This design comes from an exercise in tuning for small area on the open sky130 flow, not from production work.
In this exercise RTL edits were held to simulation tests only and were not proved equivalent to the original.
Power is estimated from default activity; no workload was simulated.

File: design/flow/design.v
module ctrlpid_v(clk_pid, ce, error, a, m_k_out, reset, KP, KI, KD);
 parameter       psc = 18;  
 parameter       aw = 1;   
 parameter       an = (1<<aw);  
 parameter       ow = 12;  
 parameter       ew = 24;  
 parameter       pw = 32;  
 parameter       cw =  6;  
 parameter signed [cw-1:0] fp = 8;   
 parameter [3:0] precision = 1; 
 parameter signed [pw-1:0] antiwindup = 8'hFF << (precision + ow - 9);
 input clk_pid, reset;
 output reg ce;
 output [aw-1:0] a;  
 input signed [ew-1:0] error;
 input signed [cw-1:0] KP,KI,KD;  
 output signed [ow-1:0] m_k_out;  
 reg signed [pw-1:0] e_k_0[an-1:0];      
 reg signed [pw-1:0] e_k_1[an-1:0];      
 reg signed [pw-1:0] e_k_2[an-1:0];      
 reg signed [pw-1:0] u_k[an-1:0];        
 wire signed [pw-1:0] xerror;  
 assign xerror = { {(pw-ew){error[ew-1]}}, error };
 wire signed [cw-1:0] Kp;   
 wire signed [cw-1:0] Ki;   
 wire signed [cw-1:0] Kd;   
 assign Kp = KP + precision;
 assign Ki = KI + precision;
 assign Kd = KD + precision;
 wire signed [cw-1:0] Kdfp;
 assign Kdfp = Kd+fp;
 wire signed [cw-1:0] Ki1fp;
 assign Ki1fp = Ki-1-fp;
 wire signed [cw-1:0] Kd1fp;
 assign Kd1fp = Kd+1+fp;
 reg [psc-1:0] uswitch;  
 always @(posedge clk_pid)
   if(reset)
     uswitch <= 0;
   else
     uswitch <= uswitch + 1;
 parameter statew = 4;  
 wire [statew-1:0] state;
 assign state = uswitch[psc-aw-1:psc-aw-statew];
 assign a = uswitch[psc-1:psc-aw];
 wire calc;
 assign calc = uswitch[psc-aw-statew-1:0] == 0 ? 1 : 0;
 integer i;
 always @(posedge clk_pid)
   if(reset)
     begin
       for(i = 0; i < an; i = i + 1)
         begin
           e_k_0[i] <= 0;
           e_k_1[i] <= 0;
           e_k_2[i] <= 0;
           u_k[i]   <= 0;
         end
       ce <= 0;
     end
   else if(calc)
        case(state)
	  1: e_k_0[a]   <= xerror;  
          2: u_k[a]     <= u_k[a] + (e_k_0[a]<<<Kp)         
                                  - (e_k_1[a]<<<Kp);        
          3: if(Kdfp >= 0)
                u_k[a]  <= u_k[a] + (e_k_0[a]<<<(Kdfp))     
                                  + (e_k_2[a]<<<(Kdfp));    
              else
                u_k[a]  <= u_k[a] + (e_k_0[a]>>>(-Kdfp))    
                                  + (e_k_2[a]>>>(-Kdfp));   
          4: if(Ki1fp >= 0)
                u_k[a]  <= u_k[a] + (e_k_0[a]<<<(Ki1fp))    
                                  + (e_k_1[a]<<<(Ki1fp));   
              else
                u_k[a]  <= u_k[a] + (e_k_0[a]>>>(-Ki1fp))   
                                  + (e_k_1[a]>>>(-Ki1fp));  
          5: if(Kd1fp >= 0)
                u_k[a]  <= u_k[a] - (e_k_1[a]<<<(Kd1fp));   
              else
                u_k[a]  <= u_k[a] - (e_k_1[a]>>>(-Kd1fp));  
	  6: if(u_k[a] >   antiwindup)
                 u_k[a] <=  antiwindup;         
          7: if(u_k[a] <  -antiwindup)
                 u_k[a] <= -antiwindup;         
	  8: begin
	       e_k_2[a] <= e_k_1[a];   
	       e_k_1[a] <= e_k_0[a];   
	       ce <= 1;  
             end
         15: ce <= 0;  
        endcase
   assign m_k_out = u_k[a][precision+ow-1:precision];
endmodule
File: design/flow/run.sh
#!/bin/bash
# synth_recipe.tcl (not shown) runs the flow's synth.tcl, then flattens the netlist and writes it again
# the make line also repeats each setting of config.mk as NAME=value (left out here)
make -C /OpenROAD-flow-scripts/flow DESIGN_CONFIG=/design/flow/config.mk WORK_HOME=/design/flow/orfs CLKGATE_MAP_FILE= SYNTH_SCRIPT=/design/flow/synth_recipe.tcl finish
File: design/flow/config.mk
export PLATFORM = sky130hd
export DESIGN_NAME = ctrlpid_v
export DESIGN_NICKNAME = ctrlpid_v
export VERILOG_FILES = /design/flow/design.v
export SDC_FILE = /design/flow/constraint.sdc
export NUM_CORES = 4
export LEC_CHECK = 0
export CAP_MARGIN = 20
export CORE_MARGIN = 2
export CORE_UTILIZATION = 40
export SLEW_MARGIN = 20
File: design/flow/constraint.sdc
create_clock -name core_clock -period 12.0 [get_ports {clk_pid}]
set_input_delay 2.4000 -clock core_clock [delete_from_list [all_inputs] [get_ports {clk_pid}]]
set_output_delay 2.4000 -clock core_clock [all_outputs]
set_load 0.01 [all_outputs]
==> impl_metrics.toml <==
[power_and_ir_drop]
irDropWorstVdd_uv = 107
p_leak_nw = 19.0
power_density_nw_per_um2 = 118

[route]
ant_nets = 0
wl_per_cell_um = 31.0
first_iter_violations = 6728
via_per_inst = 6.53
totalWireLength_um = 218000
drc = 0
vias = 45930
dr.pass1.iters = 9

[job]
cap_viol_max_count = 0

[sta]
setup_tns_ns = 0
hold_viol = 0
slew_viol_final = 0
max_slew_margin = 0.158
fin_crit_sh = 0.862
tightestPinTransition_ns = 1.23
rsz0062_at_grt = "no"
fmax_mhz = 96.6
fin_crit_ns = 10.35
setup_violations = 0
fin_worst_skew_ns = 0.0205

[hold_path]
worstHoldStart = "uswitch[0]"
worstHoldPathCells = 1
hold_class = "reg2reg"

[setup_path]
cpPeakStageDelay_ns = 0.86
rr_worst_depth = 26
start_kind = "input pin"
r2r_start = "a"
startpoint = "KD[1]"
path_class = "in2reg"
crit_chain = "clkdlybuf4s50_1, ha_1, nand3_1, xor2_1, inv_1, ha_1, xnor2_1, buf_4, nor2_1, nand2_1, o21ai_0, fa_1, inv_1, ha_1, nand2_1, nand2_1, nor2_1, nand3_1, a311oi_1, xnor2_1, a221oi_1, o21ai_0, a221oi_1, nor2_1"
critPathArrivalTime_ns = 10.67
endpoint_kind = "flop"
critPathSlowestCell = "o21ai_0"
worst-path-max-fanout = 18
crit_required_ns = 12.32

[synthesis]
synth_compound_area_frac = 0.252
synth_area_per_cell_um2 = 7.51
synth_top_cell_area_share = 0.145
ys_seq_area_frac = 0.154
synth_simple_gate_area_frac = 0.207
synth-edff-count = 208
synthCells = 5742
synth_top_family_by_area = "compound AO/OA/AOI/OAI gates"
syn_nets = 6174
ys_ff_latch = 227
synth_common_cells = "737 x nand2_1, 680 x nor2_1, 509 x o21ai_0"
synthTopCellsByArea = "edfxtp_1 14%, fa_1 7.5%, ha_1 6.6%, nand2_1 6.4%, mux2i_1 6.1%"
synth_fa_ha_area_frac = 0.141
synth-xor-area-share = 0.0493
muxShareOfSynthArea = 0.137
synthArstFlopShare = 0
syn-cell-area_um2 = 43100
synthFlopType = "edfxtp_1"
yosys.area.top_type = "edfxtp_1"
synth_cell_types = 87
yosys_warnings = 1
yosysMostFrequentCell = "nand2_1"

[die]
coreArea_um2 = 107000
io_pins = 58
die-area_um2 = 110000
die_h_um = 332
rows = 120
die_x_um = 332
initial_core_util = 0.403

[status]
status = "timing/DRC/antenna clean"

[clock_network]
cts_hold_buf = 0
tritoncts = "built"
cts_buffer_depth = 3
cts.sinks = 227
cts.repair.resized = 0
cts_setup_buffers = 0
path_clk_slew_ns = 0.06
clkLatencyLatePin_ns = 0.59
tritoncts.num_buffers = 25
root_buffer = "clkbuf_16"
htreeDepth = 1

[placed_design]
routabilityCongestion = 1.07
post-dp-hpwl_um = 178000
port-buffer-count = 57
dp.cells = 6985
dpl-instance-area_um2 = 45400

[grt]
grt_max_degree = 107
antenna_found_initial = 12
grt_usage = 0.382
grt_pass1_vias = 42764
grt_pass1_wl_um = 307000
grt_overflow = 0

[finish]
area_delta_synth_final_pct = 7.22
fin_nets = 6042
design_area_um2 = 46200
fin_cells = 7039
drive_gt1_frac = 0.0853
## state kept, by name, summed over array words and instances, names as in the netlist
register  cells
a             1
ce            1
e_k_0        48
e_k_1        48
e_k_2        48
u_k          64
uswitch      17
## cells in the final DEF (no fill, tap or decap), drive strengths merged, types with 125 or more instances in the layout
master  instances
nand2         737
edfxtp        208
inv           283
ha            227
a21oi         496
buf           159
nor2          680
o21ai         509
xnor2         151
fa            161
o211ai        125
and2          189
mux2i         265
## cell families after synthesis
group | count (synthesis)
AO/OA/AOI/OAI | 1765
multiplexers | 454
adder cells (fa/ha/maj) | 388
flip-flops | 227
buffers and inverters | 653
AND/OR/NAND/NOR | 2014
XOR/XNOR | 241
## per-layer routing
layer,vias to the layer above,share of wire,track usage
met1,22066,0.39,0.489
met4,4,0.072,0.230
met2,2841,0.43,0.582
li1,20467,-,-
met5,-,0.00012,0
met3,552,0.11,0.0923
## path summary, 6_finish.rpt
check / end / slack (ns)
worst max-delay path: u_k[1][27] / 1.65
worst max register to register: u_k[1][31] / 3.46
worst min-delay path: uswitch[0] / 0.45
worst min register to register: uswitch[0] / 0.45
## through the flow
stage	power, mW	hold WS, ns	utilization	setup slack (ns)
global placement	4.57	0.426	0.424	1.40
detailed placement	4.55	0.442	0.425	1.42
floorplan	3.34	0.410	-	2.50
finish	5.47	0.446	0.432	1.65
global route	5.75	0.492	0.432	1.29
CTS	5.34	0.450	0.432	1.98
## worst max-delay path, delay by kind of cell
family	cells	cell delay, ns
XOR/XNOR	3	0.67
AO/OA/AOI/OAI	5	2.88
buffers and inverters	4	1.17
adder cells (fa/ha/maj)	4	1.99
AND/OR/NAND/NOR	8	1.55
## power breakdown
part	switching (mW)	leakage [nW]	internal (mW)
combinational	2.51	16.3	1.27
sequential	0.0312	2.30	0.887
clock	0.350	0.394	0.431
## layout make-up
type	count	area (um^2)
clock buffers	34	692
inverters	282	1060
repair buffers	212	1720
multi-input cells	4862	34200
fillers	11119	60700
well taps	1403	1760
diodes	7	17.5
flip-flops and latches	227	6630
clock inverters	12	108

[separate check: timing with driven ports]
How much do the figures lean on ideal ports? The routed layout below was timed once more, with nothing changed but the port constraints. Step 1, drivers: a clkbuf_16 drives clk_pid and a buf_2 each remaining input, both assumed. Step 2, shift: input delay + t, output delay - t, t = (earliest + latest rising clock arrival at the registers) / 2. This alone moves slack from input paths to output paths. a / b / c = no drivers / after step 1 / after step 2; a / b = the first two.
shift t [ns]: 0.649
setup slack, ns: 1.650 / 1.699 / 1.050
clock arrival spread, ns: 0.021 / 0.021
After both steps this run still meets setup and hold. The setup slack of this run moves by +0.049 ns with the drivers and by -0.600 ns with both steps.
